What follows belongs to an exercise in optimizing a design on an open flow for a short achievable clock period and few clock cycles; a production flow would make more cautious choices. The RTL was checked by simulation tests, not by an equivalence proof against the original design. Power figures rest on the tool's default switching activity, not on a simulated workload.

## flow/config.mk

```make
export PLATFORM = sky130hd
export DESIGN_NAME = rat_6_arch
export DESIGN_NICKNAME = rat_6_arch
export VERILOG_FILES = /design/flow/design.v
export SDC_FILE = /design/flow/constraint.sdc
export NUM_CORES = 4
export LEC_CHECK = 0
export CAP_MARGIN = 20
export CORE_MARGIN = 2
export CORE_UTILIZATION = 40
export SLEW_MARGIN = 20
```

## flow/constraint.sdc

```tcl
create_clock -name core_clock -period 6.0 [get_ports {CLK}]
set_input_delay 1.2000 -clock core_clock [delete_from_list [all_inputs] [get_ports {CLK}]]
set_output_delay 1.2000 -clock core_clock [all_outputs]
set_load 0.01 [all_outputs]
```

## flow/design.v

```verilog
`timescale 1ns / 1ps
module rat_6_arch(
    input [7:0]IN_PORT,
    input CLK,
    output IO_STRB,
    input RESET,
    output [7:0]PORT_ID,
    output [7:0]OUT_PORT,
    output [9:0]PROG_ADDR,
    input [17:0]PROG_IR
    );
    logic [9:0] pc;           
    logic       dv;           
    logic [7:0] rf [0:31];    
    logic       C, Z;         
    logic       e_wr;         
    logic [4:0] e_rd;
    logic [7:0] e_a, e_b;     
    logic       e_arith;      
    logic       e_sub;        
    logic       e_cin1, e_cinc, e_cinn;    
    logic       e_and, e_or, e_xor, e_movb, e_in;
    logic       e_lsl, e_lsr, e_rol, e_ror, e_asr;
    logic       e_ldc, e_ldz, e_clc, e_sec;
    logic       strb_q;
    logic [7:0] port_q, out_q;
    assign PROG_ADDR = pc;
    assign IO_STRB   = strb_q;
    assign PORT_ID   = port_q;
    assign OUT_PORT  = out_q;
    logic       cin, co;
    logic [7:0] sum;
    logic [7:0] w;            
    logic       x8;           
    logic       zx;           
    logic       c_nx, z_nx;
    always_comb begin
        cin = e_cin1 | (e_cinc & C) | (e_cinn & ~C);
        {co, sum} = {1'b0, e_a} + {1'b0, e_b} + {8'h00, cin};
        w  = ({8{e_arith}} & sum)
           | ({8{e_and}}   & (e_a & e_b))
           | ({8{e_or}}    & (e_a | e_b))
           | ({8{e_xor}}   & (e_a ^ e_b))
           | ({8{e_movb}}  & e_b)
           | ({8{e_in}}    & IN_PORT)
           | ({8{e_lsl}}   & {e_a[6:0], C})
           | ({8{e_lsr}}   & {C, e_a[7:1]})
           | ({8{e_rol}}   & {e_a[6:0], e_a[7]})
           | ({8{e_ror}}   & {e_a[0], e_a[7:1]})
           | ({8{e_asr}}   & {e_a[7], e_a[7:1]});
        x8 = (e_arith & (co ^ e_sub))
           | (e_lsl & e_a[7])
           | ((e_lsr | e_ror | e_asr) & e_a[0])
           | (e_rol & e_a[7]);
        zx = (w == 8'h00) & ~x8;
        c_nx = e_clc ? 1'b0 : e_sec ? 1'b1 : e_ldc ? x8 : C;
        z_nx = e_ldz ? zx : Z;
    end
    always_ff @(posedge CLK) begin
        C <= c_nx;
        Z <= z_nx;
        if (e_wr) rf[e_rd] <= w;
    end
    logic [4:0] hi;
    logic [1:0] lo;
    logic [4:0] rx, ry;
    logic [7:0] imm;
    assign hi  = PROG_IR[17:13];
    assign lo  = PROG_IR[1:0];
    assign rx  = PROG_IR[12:8];
    assign ry  = PROG_IR[7:3];
    assign imm = PROG_IR[7:0];
    logic rr_lg, rr_ar, rr_cmp, rr_mov;        
    logic im, im_lg, im_ar, im_cmp, im_mov, im_in, im_out;
    logic [2:0] f;                             
    logic sh, sh_lsl, sh_lsr, sh_rol, sh_ror, sh_asr;
    logic br, br_n, br_eq, br_ne, br_cs, br_cc;
    logic op_clc, op_sec;
    logic alu2, is_cmp, is_mov;
    always_comb begin
        im     = hi[4];
        rr_lg  = (hi == 5'b00000);
        rr_ar  = (hi == 5'b00001);
        rr_cmp = (hi == 5'b00010) & (lo == 2'b00);
        rr_mov = (hi == 5'b00010) & (lo == 2'b01);
        im_lg  = (hi[4:2] == 3'b100);
        im_ar  = (hi[4:2] == 3'b101);
        im_cmp = (hi == 5'b11000);
        im_in  = (hi == 5'b11001);
        im_out = (hi == 5'b11010);
        im_mov = (hi == 5'b11011);
        f      = im ? hi[2:0] : {hi[0], lo};
        alu2   = rr_lg | rr_ar | im_lg | im_ar;   
        is_cmp = rr_cmp | im_cmp;
        is_mov = rr_mov | im_mov;
        sh     = (hi == 5'b01000) | ((hi == 5'b01001) & (lo == 2'b00));
        sh_lsl = (hi == 5'b01000) & (lo == 2'b00);
        sh_lsr = (hi == 5'b01000) & (lo == 2'b01);
        sh_rol = (hi == 5'b01000) & (lo == 2'b10);
        sh_ror = (hi == 5'b01000) & (lo == 2'b11);
        sh_asr = (hi == 5'b01001) & (lo == 2'b00);
        br_n   = (hi == 5'b00100) & (lo == 2'b00);
        br_eq  = (hi == 5'b00100) & (lo == 2'b10);
        br_ne  = (hi == 5'b00100) & (lo == 2'b11);
        br_cs  = (hi == 5'b00101) & (lo == 2'b00);
        br_cc  = (hi == 5'b00101) & (lo == 2'b01);
        op_clc = (hi == 5'b01100) & (lo == 2'b00);
        op_sec = (hi == 5'b01100) & (lo == 2'b01);
    end
    logic [7:0] a_nx, b_nx;
    logic       inv_b;
    always_comb begin
        a_nx = (e_wr && e_rd == rx) ? w : rf[rx];
        b_nx = im ? imm : ((e_wr && e_rd == ry) ? w : rf[ry]);
        inv_b = ((alu2 & f[2] & f[1]) | is_cmp);    
    end
    logic take;
    always_comb begin
        take = dv & (br_n | (br_eq & z_nx) | (br_ne & ~z_nx) | (br_cs & c_nx) | (br_cc & ~c_nx));
    end
    always_ff @(posedge CLK) begin
        if (RESET) begin
            pc <= 10'd0;
            dv <= 1'b0;
        end else begin
            pc <= take ? PROG_IR[12:3] : pc + 10'd1;
            dv <= ~take;
        end
    end
    always_ff @(posedge CLK) begin
        e_a <= a_nx;
        e_b <= b_nx ^ {8{inv_b}};
        e_rd <= rx;
        e_arith <= (alu2 & f[2]) | is_cmp;
        e_sub   <= (alu2 & f[2] & f[1]) | is_cmp;
        e_cin1  <= ((alu2 & f[2] & f[1] & ~f[0]) | is_cmp);    
        e_cinc  <= (alu2 & f[2] & ~f[1] & f[0]);               
        e_cinn  <= (alu2 & f[2] & f[1] & f[0]);                
        e_and   <= alu2 & (f == 3'b000 || f == 3'b011);
        e_or    <= alu2 & (f == 3'b001);
        e_xor   <= alu2 & (f == 3'b010);
        e_movb  <= is_mov;
        e_in    <= im_in;
        e_lsl   <= sh_lsl;
        e_lsr   <= sh_lsr;
        e_rol   <= sh_rol;
        e_ror   <= sh_ror;
        e_asr   <= sh_asr;
        if (RESET || !dv) begin
            e_wr  <= 1'b0;
            e_ldc <= 1'b0;
            e_ldz <= 1'b0;
            e_clc <= 1'b0;
            e_sec <= 1'b0;
        end else begin
            e_wr  <= (alu2 & (f != 3'b011)) | is_mov | im_in | sh;
            e_ldc <= alu2 | is_cmp | sh;
            e_ldz <= alu2 | is_cmp | sh;
            e_clc <= op_clc;
            e_sec <= op_sec;
        end
    end
    always_ff @(posedge CLK) begin
        strb_q <= ~RESET & dv & im_out;
        port_q <= imm;
        out_q  <= a_nx;
    end
endmodule
```

## flow/run.sh

```bash
#!/bin/bash
# synth_recipe.tcl (not shown) runs the flow's synth.tcl, then flattens the netlist and writes it again
# the make line also repeats each setting of config.mk as NAME=value (left out here)
make -C /OpenROAD-flow-scripts/flow DESIGN_CONFIG=/design/flow/config.mk WORK_HOME=/design/flow/orfs CLKGATE_MAP_FILE= SYNTH_SCRIPT=/design/flow/synth_recipe.tcl finish
```

==> metrics.md, run 1 <==
| Metric | Value |
|---|---|
| Root buffer cell | clkbuf_16 |
| Initial core utilization | 40.7% |
| Clk slew on worst S/H paths | roughly 0.06 ns |
| Vert. Die Dim | roughly 200 µm |
| Grt ovf | 0 |
| Post-DP Area | 16500 µm² |
| Max Cap Viol | 0 |
| Mapped Cells | between 1000 and 1500 |
| Die footprint | roughly 40000 µm² |
| Worst Path Arrival | about 6.1 ns |
| Post-synthesis async set-or-reset flop share | 0% |
| Largest net degree at the start of global routing | between 40 and 50 |
| Post-CTS sizing | 0 |
| Critical path buffer and inverter count | 2 |
| TNS Setup | 0 ns |
| HPWL Detailed | between 30000 and 40000 µm |
| CTS Buf Count | 35 |
| Site Rows | just over 70 |
| Period Utilization, post-route | approximately 95% |
| Predominant post-synthesis flop cell | edfxtp_1 |
| CP delay by family, top | simple AND/OR/NAND/NOR gates |
| Htree depth | 2 |
| Via count | ~9900 |
| Syn Nets | approximately 1100 |
| Final hold vios | 0 |
| Share of cells above drive strength 1 | between 10% and 20% |
| Clock Tree Buf Depth | 3 |
| CTS Hold Bufs | 0 |
| Data required, critical path | roughly 6.4 ns |
| Count of cell types in the netlist | 60 |
| Crit Path Max Fanout | 25 |
| Post-route insts no fill | between 1500 and 2000 |
| Multi-input gate area | ~6100 µm² |
| I/O Pins | 55 |
| Tightest Hold Check Type | reg -> reg |
| Final Skew | between 0.03 and 0.04 ns |
| Tightest Pin Transition | approximately 1 ns |
| Detailed Route Iter0 Violations | slightly below 1000 |
| Max IR drop VDD | between 0.15 and 0.2 mV |
| Antenna viol nets, final | 0 |
| Startpoint Class | flip-flop |
| Outcome | timing/DRC/antenna clean |
| RSZ-0062 raised after global routing | false |
| Placed insts | between 1500 and 2000 |
| Per-cell routed wire length | between 20 and 30 µm |
| Initial antenna violation count | 0 |
| Register Area | 8770 µm² |
| # setup viols final | 0 |
| Fmax | roughly 180 MHz |
| CTS tree | done |
| Pleak | just over 6 nW |
| Worst path cell trace | or4b_2, o22ai_1, nor4_2, nand2_1, inv_1, fa_1, fa_1, nor2b_1, o2111ai_1, a31oi_1, mux2i_1, nor4_1, nand4_1, or4_4, nor4_2, a2111oi_4, buf_4, mux2_4 |
| Total power | approximately 0.0054 W |
| Ys Warns | 1 |
| Layout area overhead | 14.7% |
| Post-route setup slack | approximately 0.31 ns |
| Clk latency of the worst-skew pair | approximately 0.53 ns |
| Total track usage | about a quarter |
| Final #Nets | 1161 |
| Max Slew Vio Count | 0 |
| CP max-delay cell | dfxtp_1 |
| Syn Area/Cell | around 14 µm² |
| Slew margin rel. | around a third |
| DRC | 0 |
| Max incr delay on CP | around 0.86 ns |
| Fin crit period | ~5.7 ns |
| Pre-antenna DRT Iters | 5 |
| GPL Wtd Cong | 0.956 |
| Seq/Total Area, Yosys | between 50 and 60% |
| Setup CP Type | reg -> reg |
| I/O Buffers | 54 |
| Post-Layout Inst Area | 17600 µm² |
| Via density | around 6 |
| Final wirelength | around 46000 µm |
| Setup Slack @ Placement | 0.397 ns |
| CTS Sinks | 310 |
| Cell Pwr Density | between 300 and 400 nW/µm² |
| Global-route wire length before repair | around 66000 µm |
| Most common cell after layout, fill and taps aside | edfxtp_1 |
| Crit path capture type | flip-flop |
| Post-CTS repair timing setup buffer count | 0 |
| Die width | roughly 200 µm |
| Vias in the first global route | around 10000 |
| Core area | roughly 38000 µm² |
| Synthesized area | around 15000 µm² |
| Commonest non-fill, non-tap cells in the layout | edfxtp_1 (256), mux2i_1 (137), mux4_2 (80) |
| EDFF count, synth | between 200 and 300 |
| Fillers | 3343 |
| Yosys reg bits | 310 |
synth_stat cells, types with 11 or more instances:
cell type / number / area [µm²]
a21oi_1: 23 / 115
buf_1: 11 / 41.3
buf_2: 11 / 55.1
buf_6: 14 / 158
clkbuf_1: 34 / 128
dfxtp_1: 54 / 1080
edfxtp_1: 256 / 7690
ha_1: 17 / 213
inv_1: 25 / 93.8
mux2i_1: 137 / 1370
mux4_2: 80 / 1800
nand2_1: 39 / 146
nand2b_1: 12 / 75.1
nor2_1: 65 / 244
nor2b_1: 14 / 87.6
nor3_1: 11 / 55.1
nor4_1: 23 / 144
o21ai_0: 20 / 100
o22ai_1: 67 / 419
xor2_1: 19 / 166
sequential cells by signal, summed over array words and instances (netlist names), 5 cells and up:
register / cells
e_rd: 5
rf: 256
port_q: 8
pc: 10
e_b: 8
metrics by stage:
| step | util [%] | hold WS, ns |
|---|---|---|
| after floorplan | - | 0.388 |
| after global placement | 43.6 | 0.399 |
| after detailed placement | 43.6 | 0.402 |
| after CTS | 46.6 | 0.411 |
| after global routing | 46.7 | 0.425 |
| final | 46.7 | 0.410 |
cell type report:
type | instances | area share (%)
antenna | 1 | 0.0142
clock buffer | 45 | 5.67
clock inverter | 17 | 0.816
inverter | 25 | 0.532
multi-input combinational | 653 | 34.7
sequential | 310 | 49.8
tap | 511 | 3.63
timing repair buffer | 89 | 4.91
report_power, final:
group	internal [W]	leakage, nW	switching [W]
clock network	0.00127	0.558	0.000855
logic	0.000266	2.84	0.000479
registers	0.00248	2.79	0.0000329
total	0.00401	6.19	0.00137
kinds of logic (layout without fill, tap and decap cells):
family	Yosys count	count (layout)	share of synthesized area, %
AOI/OAI and AO/OA	158	158	6.64
xor gates and xnor gates	26	26	1.48
adders and majority gates	19	19	1.64
buffers and inverters	104	176	3.50
DFF	310	310	57.1
muxes	227	227	21.6
other	0	1	0
and+or+nand+nor	223	223	8.10
path summary, 6_finish.rpt:
kind	from	endpoint	slack, ns	cells past startpoint
max	e_rd[3]	pc[2]	0.31	18
min	e_clc	C	0.41	1
max reg2reg	e_rd[3]	pc[2]	0.31	18
min reg2reg	e_clc	C	0.41	1
routing by layer:
metal | vias to the layer above | part of all wire, % | global-route usage [%]
li1 | 4328 | - | -
met5 | - | 0 | 0
met4 | 0 | 3.4 | 8.31
met2 | 451 | 47 | 37.5
met3 | 87 | 8.2 | 4.47
met1 | 5069 | 41 | 31.7
Testbench counts, summed over its fixed seeds: cycles 11,731.
==> inputs of run 2 (changes only) <==
--- a/flow/design.v
+++ b/flow/design.v
@@ -11,7 +11,7 @@
     );
     logic [9:0] pc;           
     logic       dv;           
-    logic [7:0] rf [0:31];    
+    logic [31:0][7:0] rf;     
     logic       C, Z;         
     logic       e_wr;         
     logic [4:0] e_rd;
@@ -34,13 +34,37 @@
     logic       x8;           
     logic       zx;           
     logic       c_nx, z_nx;
+    logic [7:0] p, g, k;       
+    logic [8:0] cy;            
+    logic [7:0] gg, pp;        
     always_comb begin
         cin = e_cin1 | (e_cinc & C) | (e_cinn & ~C);
-        {co, sum} = {1'b0, e_a} + {1'b0, e_b} + {8'h00, cin};
+        p = e_a ^ e_b;
+        g = e_a & e_b;
+        k = e_a | e_b;
+        begin : ks
+            logic [7:0] g1, p1, g2, p2;
+            for (int i = 0; i < 8; i++) begin
+                g1[i] = (i >= 1) ? (g[i] | (p[i] & g[i-1])) : g[i];
+                p1[i] = (i >= 1) ? (p[i] & p[i-1]) : p[i];
+            end
+            for (int i = 0; i < 8; i++) begin
+                g2[i] = (i >= 2) ? (g1[i] | (p1[i] & g1[i-2])) : g1[i];
+                p2[i] = (i >= 2) ? (p1[i] & p1[i-2]) : p1[i];
+            end
+            for (int i = 0; i < 8; i++) begin
+                gg[i] = (i >= 4) ? (g2[i] | (p2[i] & g2[i-4])) : g2[i];
+                pp[i] = (i >= 4) ? (p2[i] & p2[i-4]) : p2[i];
+            end
+        end
+        cy[0] = cin;
+        for (int i = 0; i < 8; i++) cy[i+1] = gg[i] | (pp[i] & cin);
+        co  = cy[8];
+        sum = p ^ cy[7:0];
         w  = ({8{e_arith}} & sum)
-           | ({8{e_and}}   & (e_a & e_b))
-           | ({8{e_or}}    & (e_a | e_b))
-           | ({8{e_xor}}   & (e_a ^ e_b))
+           | ({8{e_and}}   & g)
+           | ({8{e_or}}    & k)
+           | ({8{e_xor}}   & p)
            | ({8{e_movb}}  & e_b)
            | ({8{e_in}}    & IN_PORT)
            | ({8{e_lsl}}   & {e_a[6:0], C})
@@ -52,14 +76,20 @@
            | (e_lsl & e_a[7])
            | ((e_lsr | e_ror | e_asr) & e_a[0])
            | (e_rol & e_a[7]);
-        zx = (w == 8'h00) & ~x8;
+        zx = (e_arith & (p[0] == cin) & (p[7:1] == k[6:0]) & (k[7] == e_sub))
+           | (e_and & (g == 8'h00))
+           | (e_or  & (k == 8'h00))
+           | (e_xor & (p == 8'h00))
+           | ((e_lsl | e_lsr) & (e_a == 8'h00) & ~C)
+           | ((e_rol | e_ror | e_asr) & (e_a == 8'h00));
         c_nx = e_clc ? 1'b0 : e_sec ? 1'b1 : e_ldc ? x8 : C;
         z_nx = e_ldz ? zx : Z;
     end
     always_ff @(posedge CLK) begin
         C <= c_nx;
         Z <= z_nx;
-        if (e_wr) rf[e_rd] <= w;
+        for (int i = 0; i < 32; i++)
+            if (e_wr && e_rd == i) rf[i] <= w;
     end
     logic [4:0] hi;
     logic [1:0] lo;
--- a/flow/config.mk
+++ b/flow/config.mk
@@ -5,7 +5,9 @@
 export SDC_FILE = /design/flow/constraint.sdc
 export NUM_CORES = 4
 export LEC_CHECK = 0
+export ABC_CLOCK_PERIOD_IN_PS = 1500
 export CAP_MARGIN = 20
 export CORE_MARGIN = 2
 export CORE_UTILIZATION = 40
+export SETUP_SLACK_MARGIN = 4
 export SLEW_MARGIN = 20
==> run 2 against run 1 <==
Global-route usage rose by 1.2 points. Worst hold slack improved by 0.14 ns. Clock skew fell by 0.0042 ns. Clock power barely moved. Maximum frequency rose by 100%. Highest routed layer is now met5. Power rose by 9.4%. Via count rose by 9.0%. Non-clock buffer count rose by 106. Die area rose by 2.3%. Cell area rose by 18%. Still clean. Critical endpoint is now e_b[5].
==> metrics.md, run 2 <==
| Metric | Value |
|---|---|
| Largest area contributor in the netlist | edfxtp_1 |
| Startpoint Class | primary input |
| RSZ-0062 raised after global routing | true |
| Via density | 6.24 (+3.7%) |
| GPL Wtd Cong | 0.901 (-5.8%) |
| Slew margin rel. | 36.5% (+3.8 points) |
| Fin crit period | 2.85 ns (-2.84 ns) |
| HPWL Detailed | 27800 µm (-14%) |
| Post-route insts no fill | 1736 (+5.1%) |
| Post-DP Area | 16900 µm² (+2.5%) |
| # setup viols final | 0 (unchanged) |
| Vias in the first global route | 10500 (+8.0%) |
| Global-route wire length before repair | 72600 µm (+9.7%) |
| EDFF count, synth | 256 (unchanged) |
| Final hold slack | 0.553 ns (+0.143 ns) |
| GR met3 Demand/Resource | 7.24% (+2.8 points) |
| Vert. Die Dim | 202 µm (+1.2%) |
| Cell Pwr Density | 283 nW/µm² (-7.4%) |
| Crit path capture type | flip-flop |
| Detailed Route Iter0 Violations | 1321 (+37%) |
| Synthesized area | 15700 µm² (+2.4%) |
| Synth area leaders | edfxtp_1 (49%), mux4_2 (22%), dfxtp_1 (7.9%), nor2_1 (1.8%), xor2_1 (1.6%) |
| Max Cap Viol | 0 (unchanged) |
| CTS tree | done |
| Initial core utilization | 40.6% (-0.092 points) |
| Die footprint | 40900 µm² (+2.3%) |
| Commonest non-fill, non-tap cells in the layout | edfxtp_1 (256), mux4_2 (154), buf_6 (63) |
| Yosys top cell area share | 48.9% (-1.2 points) |
| Max Slew Vio Count | 0 (unchanged) |
| Layout area overhead | 32.3% |
| Tightest Pin Transition | 0.949 ns (-0.0564 ns) |
| Per-cell routed wire length | 29.8 µm (+7.8%) |
| Total track usage | 24.6% (+1.2 points) |
| I/O Pins | 55 (unchanged) |
| Mapped Cells | 1025 (-3.9%) |
| Pleak | 7.18 nW (+16%) |
| Period Utilization, post-route | 47.5% (-47 points) |
| Synth top cells by count | edfxtp_1 (256), mux4_2 (154), nor2_1 (76) |
| Syn Nets | 1072 (-3.8%) |
| Fmax | 351 MHz (+100%) |
| Top Usage Layer GRT | met2 |
| Final hold vios | 0 (unchanged) |
| Crit Path Max Fanout | 5 (-80%) |
| Tightest Hold Check Type | reg -> reg |
| Biggest regs | rf (256), pc (10) |
| Fillers | 3109 (-7.0%) |
| Root buffer cell | clkbuf_16 |
| TNS Setup | 0 ns (unchanged) |
| Worst Path Arrival | 3.23 ns (-2.86 ns) |
| Clk latency of the worst-skew pair | 0.54 ns (about the same) |
| CTS Buf Count | 35 (unchanged) |
| Setup CP Type | in -> reg |
| Pre-antenna DRT Iters | 8 (+3) |
| Post-synthesis async set-or-reset flop share | 0% (unchanged) |
| Max IR drop VDD | 0.195 mV (-2.2%) |
| Grt ovf | 0 (unchanged) |
| Via count | 10800 (+9.0%) |
| Ys Warns | 1 (unchanged) |
| CTS Sinks | 318 (+2.6%) |
| Post-Layout Inst Area | 20800 µm² (+18%) |
| Largest Register | rf |
| Core area | 38700 µm² (+2.6%) |
| GRT met2 Usage | 38.6% (+1.0 points) |
| DRC | 0 (unchanged) |
| Grt met1 use | 32.9% (+1.2 points) |
| I/O Buffers | 54 (unchanged) |
| Die width | 202 µm (+1.2%) |
| Predominant post-synthesis flop cell | edfxtp_1 |
| Share of cells above drive strength 1 | 47.5% (+29 points) |
| Final wirelength | 51700 µm (+13%) |
| Count of cell types in the netlist | 63 (+5.0%) |
| Syn Area/Cell | 15.3 µm² (+6.6%) |
| Clock Tree Buf Depth | 3 (unchanged) |
| Data required, critical path | 6.38 ns (-0.02 ns) |
| Site Rows | 72 (+1.4%) |
| Final #Nets | 1236 (+6.5%) |
| Antenna viol nets, final | 0 (unchanged) |
| Yosys reg bits | 318 (+2.6%) |
| Count leader, synth | edfxtp_1 |
| Initial antenna violation count | 4 (+4) |
| Seq/Total Area, Yosys | 56.8% (-0.30 points) |
| Final Skew | 0.0275 ns (-0.00418 ns) |
| Most common cell after layout, fill and taps aside | edfxtp_1 |
| Largest net degree at the start of global routing | 35 (-26%) |
| Outcome | timing/DRC/antenna clean |
| Placed insts | 1529 (-3.7%) |
| Max reg flops | 256 (unchanged) |
| Htree depth | 2 (unchanged) |
| Clk slew on worst S/H paths | 0.06 ns (about the same) |
run 2: changes by cell type after synthesis, moves of 9 or more:
| cell | before | now |
|---|---|---|
| nor2_1 | 65 | 76 |
| a222oi_1 | 2 | 12 |
| mux4_2 | 80 | 154 |
| o22ai_1 | 67 | 1 |
| xor2_1 | 19 | 29 |
| nand2_1 | 39 | 48 |
| nand3_1 | 10 | 26 |
| a21oi_1 | 23 | 12 |
| buf_6 | 14 | 1 |
| nor4_1 | 23 | 8 |
| clkbuf_1 | 34 | 58 |
| mux2i_1 | 137 | 11 |
run 2: timing repair:
action                                  in CTS  in global routing
endpoints found under the setup margin     511                510
hold buffers                                 0                  0
gates cloned                                31                  4
pin swaps                                   45                 41
gates resized for setup                    392                107
hold endpoints to repair                     0                  0
buffers inserted                            71                 35
run 2: path summary, 6_finish.rpt:
path | slack, ns | to | depth (start not counted) | startpoint
max | 3.15 | e_b[5] | 13 | PROG_IR[3]
min | 0.55 | e_ldz | 2 | dv
min reg2reg | 0.55 | e_ldz | 2 | dv
max reg2reg | 3.17 | pc[8] | 8 | e_b[2]
run 2: critical path, cell delays in order:
cell and delay, ns:
buf_16 0.13, buf_12 0.13, buf_12 0.12, buf_16 0.14, buf_8 0.14, buf_4 0.13
mux4_2 0.42, a22oi_2 0.27, nand3_1 0.13, o21ai_2 0.11, nor4_1 0.06, nor2_1 0.11
o2111ai_1 0.12
run 2: cell families after synthesis:
kind of cell               Yosys count  share of synthesized area (%)
DFF                                318                           56.8
and+or+nand+nor                    248                           7.79
muxes                              175                           23.7
AOI/OAI and AO/OA                  117                           5.39
buffers and inverters              111                           2.77
xor gates and xnor gates            37                           2.06
adders and majority gates           19                           1.56
run 2: where the power goes:
part           switching (W)  internal [W]
combinational       0.000660      0.000564
clock               0.000872       0.00124
sequential         0.0000471       0.00250
run 2: cell type report:
| class | count | area, µm² | area share, % |
|---|---|---|---|
| repair buffers | 195 | 2490 | 12.0 |
| well taps | 518 | 648 | 3.11 |
| clock inverters | 10 | 90.1 | 0.433 |
| diodes | 2 | 5.00 | 0.0240 |
| multi-input cells | 608 | 7410 | 35.6 |
| inverters | 30 | 119 | 0.571 |
| repair inverters | 1 | 7.51 | 0.0361 |
| flip-flops and latches | 318 | 9000 | 43.3 |
| clock buffers | 54 | 1040 | 4.99 |
run 2: metal layers:
metal / part of all wire (%) / vias up / wire, µm
met5: 0.17 / - / 90
met4: 3.5 / 4 / 1790
met3: 11 / 120 / 5740
met2: 47 / 636 / 24200
met1: 38 / 5573 / 19900
li1: - / 4499 / -
run 2: through the flow:
step / total power [W] / util [%] / setup slack, ns
after floorplan: 0.00309 / - / 2.93
after global placement: 0.00333 / 43.5 / 1.85
after detailed placement: 0.00334 / 43.5 / 1.77
after CTS: 0.00576 / 52.1 / 3.18
after global routing: 0.00605 / 53.7 / 3.10
final: 0.00589 / 53.7 / 3.15
Testbench counts of run 2, summed over its fixed seeds: cycles 11,731.

## re-timing with driven ports
The flow's constraints put no driver on any port. The routed layouts listed below were extracted and timed again, unchanged, in two steps. Step 1, drivers: a clkbuf_16 drives CLK and a buf_2 each remaining input, both assumed. Step 2 adds t to the input delays and takes it off the output delays; t is the mean of the earliest and latest rising clock arrival at the registers after step 1. Input paths then give back, and output paths get back, about the clock's delay inside the block. Slacks: ideal / step 1 / step 2; pairs: ideal / step 1.
run | shift t [ns] | setup WS [ns] | pins driven straight from the clock port
run 1 | 0.567 | 0.306 / 0.306 / 0.306 | 1
run 2 | 0.578 | 3.149 / 3.009 / 2.431 | 1
After both steps every run listed still meets setup and hold. For run 2, which loses most, drivers alone change the setup slack by -0.140 ns; drivers and shift together by -0.718 ns.
